Context: an optimization exercise on an open-source flow, tuned for small area, a short achievable clock period and few clock cycles. The choices shown serve that exercise and are no tape-out recipe.
At most, simulation tests tie the RTL to the original design; equivalence was not proved.
No activity file was given, so power comes from the tool's default toggle rates.

// binary_to_bcd
module binary_to_bcd( input clk_in,
                      input [5:0] game_state,
                      input start,
                      input [23:0] binary_in,
                      output logic [31:0] bcd_out,
                      output logic busy
    );
For scale: roughly 37 flip-flops, roughly 3300 um2 of cells after synthesis.
export LEC_CHECK = 0
export ABC_AREA = 1
export CAP_MARGIN = 20
export CORE_MARGIN = 2
export CORE_UTILIZATION = 60
export SETUP_SLACK_MARGIN = 3.8
export SLEW_MARGIN = 20
export TNS_END_PERCENT = 5
create_clock -name core_clock -period 6.0 [get_ports {clk_in}]
standard.sh (not shown) runs the stock make flow with config.mk's settings and CLKGATE_MAP_FILE= SYNTH_SCRIPT=/design/flow/synth_recipe.tcl, a recipe that flattens the netlist after the stock synthesis.
==> flow/flow/run.sh <==
#!/bin/bash
# Standard ORFS layout, with plain buf_1 cells as the port buffers.
set -euo pipefail
export BUFFER_PORTS_ARGS="-buffer_cell sky130_fd_sc_hd__buf_1"
bash standard.sh > standard_flow.log 2>&1
The baseline ran to the end with no violations.
Change:
- SETUP_SLACK_MARGIN: 3.8 -> 3.4
- TNS_END_PERCENT: 5 -> default
What happened: Design area drops by 7.0%; flip-flop and latch count does not change; routed wire length drops by 7.1%; core utilization drops by 5.2 points; sequential power climbs by about 0.7%; clock power drops by about 2%; via count drops by 4.8%; combinational power drops by about 5%; synthesized area is unchanged; final cell count drops by 2.8%.
Change:
- CTS_BUF_LIST: default -> sky130_fd_sc_hd__clkbuf_2 sky130_fd_sc_hd__clkbuf_4 sky130_fd_sc_hd__clkbuf_8
- SETUP_SLACK_MARGIN: 3.4 -> 3.5
Result: Cell area climbs by a few percent. Via count climbs slightly. Clock-buffer cell count stays the same. Register-to-register slack gets better by 0.17 ns. Sequential power drops slightly. Core utilization climbs by 1.6 points. Cell count climbs slightly.
Change:
- CTS_BUF_LIST: sky130_fd_sc_hd__clkbuf_2 sky130_fd_sc_hd__clkbuf_4 sky130_fd_sc_hd__clkbuf_8 -> default
- PLACE_DENSITY: default -> 0.75
The new run completed with no timing, DRC or antenna violations. Utilization went up by 0.25 points. Via count goes up by 1.3%. Non-clock buffer count does not change. Die area does not change. First-iteration DRC count decreases by 7.4%. Clock skew stays flat.
No run of this note included a check of the RTL's function; only the layout flow was run.

---

== exp/yarrow ==
Another version of the RTL of binary_to_bcd (not shown whole).
Size: roughly 590 cells after synthesis, roughly 37 flip-flops, about 65 I/O pins.
Settings: LEC_CHECK=0, ABC_AREA=1, CAP_MARGIN=20, CORE_MARGIN=2, CORE_UTILIZATION=60, SETUP_SLACK_MARGIN=3.3, SLEW_MARGIN=20; clock period 6.0 ns.
Scripts as last shown in full above: flow/flow/run.sh
Testbench counts of exp/yarrow, summed over its fixed seeds: cycles 25,282.
Input-level comparison between exp/maple and exp/yarrow:
Settings: CTS_CLUSTER_SIZE: unset -> 40; CTS_CLUSTER_DIAMETER: unset -> 200; SETUP_SLACK_MARGIN: 3.3 -> 3.5.
==> comparison <==
Diff exp/yarrow -> exp/maple | data arrival time of the critical path | decrease of 0.26 ns. exp/yarrow → exp/maple: met2 routed wirelength moved down; area of the multi-input gates shows an increase of 1.2%. exp/maple vs exp/yarrow — maximum clock skew at final layout rose 0.0059 ns. Compared with exp/yarrow, exp/maple improves worst hold margin.
Modified inputs, exp/delta compared to exp/maple
Settings: CTS_CLUSTER_DIAMETER no longer set, was 200; ABC_AREA now 0, was 1; CTS_CLUSTER_SIZE no longer set, was 40.
==> notes.md <==
| worst setup slack after layout | exp/delta vs exp/maple | 0.44 ns lower |
Synthesized instance count, exp/delta and exp/maple, lower one = exp/delta.
In the metrics for exp/delta and exp/maple, the one carrying the lower shortest period the worst path allows is exp/maple.
First-pass GRT wire length on exp/delta is behind exp/maple.
Against exp/maple, average instance area after synthesis in exp/delta rose by more than 10%.
Summary of exp/delta over exp/maple: half-perimeter wire length after placement increased by 2.1% relative to the old numbers, pin count of the biggest net entering global routing picked up an extra 62%.

---

The RTL this note starts from:
==> flow/design.v <==
`timescale 1ns / 1ps
module binary_to_bcd( input clk_in,
                      input [5:0] game_state,
                      input start,
                      input [23:0] binary_in,
                      output logic [31:0] bcd_out,
                      output logic busy
    );
    logic [31:0] R;
    logic [3:0]  t;                   
    wire rst = (game_state == 6'd1);
    logic [31:0] ld;
    logic [3:0]  t0;
    logic [3:0] zr, sel;
    always_comb begin
        zr[0] = 1'b1;
        zr[1] = (binary_in[23:19] == '0);
        zr[2] = (binary_in[23:13] == '0);
        zr[3] = (binary_in[23:5] == '0);
        for (int i = 0; i < 4; i++)
            sel[i] = zr[i] & (i == 3 || !zr[i + 1]);
        ld = '0;
        t0 = '0;
        ld = ld | ({32{sel[0]}} & {binary_in[21:0], 8'h0, binary_in[23:22]});
        t0 = t0 | ({4{sel[0]}} & 4'd1);
        ld = ld | ({32{sel[1]}} & {binary_in[15:0], 8'h0, binary_in[23:16]});
        t0 = t0 | ({4{sel[1]}} & 4'd4);
        ld = ld | ({32{sel[2]}} & {binary_in[9:0], 8'h0, binary_in[23:10]});
        t0 = t0 | ({4{sel[2]}} & 4'd7);
        ld = ld | ({32{sel[3]}} & {binary_in[1:0], 8'h0, binary_in[23:2]});
        t0 = t0 | ({4{sel[3]}} & 4'd11);
    end
    function automatic [4:0] dd(input [3:0] d, input c);
        logic [3:0] s;
        s[3] = d[3] | d[2] & (d[1] | d[0]);
        s[2] = d[2] & !d[1] & !d[0] | d[3] & d[0];
        s[1] = d[1] & !d[2] | d[1] & d[0] | d[3] & !d[0];
        s[0] = !d[0] & (d[3] | d[2] & d[1]) | d[0] & !d[3] & !d[2];
        dd = {s, c};
    endfunction
    function automatic int thr(input int j);
        case (j)
            0: thr = 0;
            1: thr = 0;
            2: thr = 8;
            3: thr = 8;
            4: thr = 16;
            5: thr = 16;
            6: thr = 20;
            default: thr = 0;
        endcase
    endfunction
    logic [31:0] nxt, blk;
    always_comb begin
        logic [32:0] r;
        logic z;
        nxt = R;
        for (int l = 0; l < 2; l++) begin
            r[0] = nxt[31];
            for (int j = 0; j < 7; j++)
                if (2 * int'(t) + l >= thr(j))
                    r[4*j +: 5] = dd(nxt[4*j +: 4], r[4*j]);
                else
                    r[4*j +: 5] = {nxt[4*j +: 4], r[4*j]};
            r[32:29] = nxt[31:28];
            nxt = r[31:0];
        end
        blk = nxt;
        z = (nxt[31:28] == 4'd0);
        blk[31] = z;
        blk[29] = z;
        for (int j = 6; j >= 1; j--) begin
            z = z & (nxt[4*j +: 4] == 4'd0);
            blk[4*j+3] = nxt[4*j+3] | z;
            blk[4*j+1] = nxt[4*j+1] | z;
        end
    end
    wire last = (t == 4'd11);
    logic run;
    always_ff @(posedge clk_in) begin
        if (rst)       busy <= 1'b0;
        else if (busy) busy <= !last;
        else           busy <= start;
    end
    always_ff @(posedge clk_in) begin
        t <= run ? t + 1'b1 : t0;
        if (rst) begin
            run <= 1'b0;
            R    <= '0;
        end else if (run) begin
            run <= !last;
            R    <= last ? blk : nxt;
        end else if (start) begin
            run <= 1'b1;
            R    <= ld;
        end
    end
    assign bcd_out = R;
endmodule
clock: 6.0 ns
lec_check: 0
abc_area: 1
cap_margin: 20
core_margin: 2
core_utilization: 60
setup_slack_margin: 3.7
slew_margin: 20
Scripts as last shown in full above: flow/flow/run.sh
The first run passed the timing, design-rule and antenna checks.
Change:
- SETUP_SLACK_MARGIN: 3.7 -> 3.5
Routed wire length fell by 3.6%.
Count of clock-buffer cells in the layout fell by 1.
Global-route usage fell by 0.18 points.
Non-clock buffer count fell by 12.
Clock skew fell by 0.0046 ns.
No run of this note included a check of the RTL's function; only the layout flow was run.

---

binary_to_bcd with an RTL version that a note above also has.
Size in the first run: about 600 cells after synthesis, roughly 37 flip-flops, about 65 I/O pins.
Settings: LEC_CHECK=0, ABC_AREA=1, CAP_MARGIN=20, CORE_MARGIN=2, CORE_UTILIZATION=60, SETUP_SLACK_MARGIN=3.5, SLEW_MARGIN=20, TNS_END_PERCENT=5; clock period 6.0 ns.
Scripts as last shown in full above: flow/flow/run.sh
The first run ran to the end with no violations.
==> next run, changes <==
CAP_MARGIN = 5   (was 20)
SLEW_MARGIN = 5   (was 20)
TNS_END_PERCENT = not set   (was 5)
What happened:
- clock-buffer cell count does not change
- critical path depth came out lower by 3
- cell area came out higher by 0.89%
- setup slack improved by 0.14 ns
- non-clock buffer count came out higher by 2
- total power came out higher by about 1.7%
- routed wire length came out higher by 3.1%
- clock skew hardly moves
==> next run, changes <==
CAP_MARGIN = 20   (was 5)
SETUP_SLACK_MARGIN = 3.6   (was 3.5)
SLEW_MARGIN = 20   (was 5)
What happened:
- total power rose by 3.0%
- die area is unchanged
- count of clock-buffer cells in the layout drops by 1
- routed wire length increases by 2.4%
- area after synthesis is unchanged
- worst setup slack improved by 0.0080 ns
- register-to-register slack loses 0.02 ns
- worst hold slack gains 0.0085 ns
- design area climbs by 3.0%
==> next run, changes <==
CAP_MARGIN = 50   (was 20)
SETUP_SLACK_MARGIN = 3.5   (was 3.6)
SLEW_MARGIN = 50   (was 20)
The changed run ran to the end with no violations.
Via count came out lower by 1.9%.
Global-route usage came out lower by 0.88 points.
Total power came out lower by 3.3%.
Synthesized cell count is unchanged.
Core utilization came out lower by 2.3 points.
Non-clock buffer count came out lower by 10.
Worst setup slack gets worse by 0.053 ns.
Function was not checked in any run of this note: the RTL went through the layout flow alone.

---

Setup of nickel:
RTL: one of the versions met above, not the one the previous note started from.
Size: about 590 cells after synthesis, about 37 flip-flops, roughly 65 I/O pins, ~0.0033 sq mm of cells after synthesis.
Settings: LEC_CHECK=0, ABC_AREA=1, CAP_MARGIN=20, CORE_MARGIN=2, CORE_UTILIZATION=60, SETUP_SLACK_MARGIN=3.5, SLEW_MARGIN=20; clock period 6.0 ns.
Scripts as last shown in full above: flow/flow/run.sh
Testbench counts of nickel, summed over its fixed seeds: cycles 25,282.
Edits applied to the flow inputs when going from nickel to fjord:
==> flow/flow/run.sh <==
#!/bin/bash
# Layout flow: the standard synthesis, a second ABC pass over its
# combinational logic (registers untouched), then the standard ORFS layout.
# Port buffers are plain buf_1 cells.
set -euo pipefail
export BUFFER_PORTS_ARGS="-buffer_cell sky130_fd_sc_hd__buf_1"
HERE=$(cd "$(dirname "$0")" && pwd)
RES=orfs/results/${FLOW_PLATFORM}/binary_to_bcd/base

bash standard.sh synth > standard_synth.log 2>&1

YOSYS=$(command -v yosys || echo "$FLOW_HOME/../tools/install/yosys/bin/yosys")
LIB="$FLOW_HOME/platforms/${FLOW_PLATFORM}/lib/sky130_fd_sc_hd__tt_025C_1v80.lib"
cp "$RES/1_2_yosys.v" 1_2_yosys_standard.v
"$YOSYS" -c "$HERE/reopt.tcl" -- "$LIB" 1_2_yosys_standard.v 1_2_yosys_reopt.v "$HERE/ff_blackbox.v" > reopt.log 2>&1
cp 1_2_yosys_reopt.v "$RES/1_2_yosys.v"
rm -f "$RES/1_synth.odb" "$RES/1_synth.sdc"

bash standard.sh > standard_flow.log 2>&1
==> flow/flow/ff_blackbox.v (new file) <==
// the registers stay as they are: their cells are black boxes to the re-synthesis
(* blackbox *)
module sky130_fd_sc_hd__dfxtp_1(input CLK, input D, output Q); endmodule
(* blackbox *)
module sky130_fd_sc_hd__dfxtp_2(input CLK, input D, output Q); endmodule
(* blackbox *)
module sky130_fd_sc_hd__dfxtp_4(input CLK, input D, output Q); endmodule
==> flow/flow/reopt.tcl (new file) <==
# yosys -c reopt.tcl -- LIB IN OUT BLACKBOXES
yosys -import
lassign $argv lib in out bb
read_liberty -ignore_miss_func $lib
read_verilog -overwrite $bb
read_verilog $in
hierarchy -top binary_to_bcd
flatten
opt_clean
set du {}
set fh [open $lib r]
set txt [read $fh]
close $fh
foreach {m c} [regexp -all -inline {cell\s*\(\s*"?(sky130_fd_sc_hd__\w+)"?\s*\)} $txt] {
  if {[regexp {lpflow|probe|fill|tap|decap|diode|dly|clkbuf|clkinv|bufbuf|bufinv|dfxtp|dfxbp|dfrtp|dfstp|dfrbp|dfsbp|dfbbp|edf|sdf|dlx|dlr|dlcl|einv|ebuf} $c]} { lappend du -dont_use $c }
}
abc -liberty $lib {*}$du -script "+strash;&get -n;&deepsyn -T 30;&put;dch;map -B 0.9"
opt_clean -purge
stat -liberty $lib
write_verilog -noattr -noexpr -nohex -nodec $out
Notes after the runs:
fjord finished end to end and its layout was clean on timing, DRC and antenna. Note that the area taken by multi-input logic gates recorded for nickel amounts to 1.08 times the value seen in fjord. When fjord is set beside nickel, its non-clock buffer area fraction after layout turns out to be 5.2 points larger. Sort fjord and nickel by final worst setup slack asc -> top: fjord. fjord and nickel ended up with roughly the same clock-cell share of area. fjord reports a higher shortest clock period the worst path allows after layout than nickel does.
## Diff of input files: willow against fjord
==> flow/flow/run.sh <==
#!/bin/bash
# Standard ORFS layout, with plain buf_1 cells as the port buffers.
set -euo pipefail
export BUFFER_PORTS_ARGS="-buffer_cell sky130_fd_sc_hd__buf_1"
bash standard.sh > standard_flow.log 2>&1
--- a/flow/config.mk
+++ b/flow/config.mk
@@ -9,5 +9,5 @@
 export CAP_MARGIN = 20
 export CORE_MARGIN = 2
-export CORE_UTILIZATION = 60
+export CORE_UTILIZATION = 65
 export SETUP_SLACK_MARGIN = 3.5
 export SLEW_MARGIN = 20
removed: flow/flow/ff_blackbox.v
removed: flow/flow/reopt.tcl
[summary]
Clock period minus final worst setup slack (willow over fjord): decrease, 0.11 ns. willow vs fjord: fraction of the cycle the final worst path needs down. The critical path depth reported for willow is smaller than that of fjord by 14. In the reports for fjord and willow, the smaller switching part of the total belongs to willow. Between fjord and willow, the difference in clock edge transition at the registers on the reported setup and hold paths is negligible. Every stage of the flow completed for willow, and the final layout passed the timing, design-rule and antenna checks. Looking at fjord and willow, the design area is a wash. As far as proportion of cell area occupied by registers is concerned, willow and fjord perform about the same. Relative to fjord, power has gone down in willow. Going from fjord to willow, wire length on met2 decreased 4.3%; portion of the layout cell area used by clock cells increased 1.3 points.
Changes in tundra relative to willow:
--- a/flow/config.mk
+++ b/flow/config.mk
@@ -9,5 +9,5 @@
 export CAP_MARGIN = 20
 export CORE_MARGIN = 2
-export CORE_UTILIZATION = 65
-export SETUP_SLACK_MARGIN = 3.5
+export CORE_UTILIZATION = 60
+export SETUP_SLACK_MARGIN = 3.6
 export SLEW_MARGIN = 20
[summary]
When tundra is set beside willow, its via count of the first global-routing pass turns out to be about 7% larger.
Critical setup path kind = flop to output port: willow; critical setup path kind = input port to flop: tundra
Power drawn by the clock network: tundra vs willow down about 35%
willow has a higher delay of the slowest cell on the worst path than tundra.

## afterwards: timing with drivers on the ports
How much do the figures lean on ideal ports? The routed layouts below were timed once more, with nothing changed but the port constraints. Step 1 assumes that a clkbuf_16 drives the clock port and a buf_2 every other input. Step 2 also shifts input and output timing later by t, the mid clock arrival at the registers, as if the neighbouring blocks saw the same clock. a / b / c = ideal / step 1 / step 2; a / b = the first two.
run | t (ns) | setup WS [ns] | worst setup path at the end | slew at the worst register clock pin (ns)
the first run of note 1 | 0.321 | 3.541 / 3.535 / 3.214 | input to register | 0.08 / 0.08
the second run of note 1 | 0.318 | 3.494 / 3.500 / 3.182 | input to register | 0.08 / 0.08
the third run of note 1 | 0.314 | 3.616 / 3.623 / 3.309 | input to register | 0.07 / 0.07
the fourth run of note 1 | 0.319 | 3.575 / 3.582 / 3.264 | input to register | 0.07 / 0.07
exp/yarrow | 0.322 | 3.401 / 3.410 / 3.088 | input to register | 0.07 / 0.07
exp/maple | 0.321 | 3.659 / 3.664 / 3.343 | input to register | 0.08 / 0.08
exp/delta | 0.314 | 3.214 / 3.214 / 3.118 | input to register | 0.08 / 0.08
the first run of note 3 | 0.322 | 3.673 / 3.664 / 3.343 | input to register | 0.08 / 0.08
the second run of note 3 | 0.317 | 3.618 / 3.623 / 3.306 | input to register | 0.08 / 0.08
the first run of note 4 | 0.319 | 3.488 / 3.500 / 3.181 | input to register | 0.07 / 0.07
the second run of note 4 | 0.319 | 3.630 / 3.637 / 3.319 | input to register | 0.07 / 0.07
the third run of note 4 | 0.323 | 3.638 / 3.646 / 3.323 | input to register | 0.08 / 0.08
the fourth run of note 4 | 0.318 | 3.585 / 3.596 / 3.279 | input to register | 0.08 / 0.08
nickel | 0.321 | 3.659 / 3.664 / 3.343 | input to register | 0.08 / 0.08
fjord | 0.321 | 3.425 / 3.425 / 3.156 | input to register | 0.08 / 0.08
willow | 0.330 | 3.537 / 3.506 / 3.329 | input to register | 0.08 / 0.08
tundra | 0.315 | 3.609 / 3.617 / 3.302 | input to register | 0.07 / 0.07
After both steps every run listed still meets setup and hold. The setup slack of the first run of note 3, which loses most, moves by -0.009 ns with the drivers and by -0.330 ns with both steps.
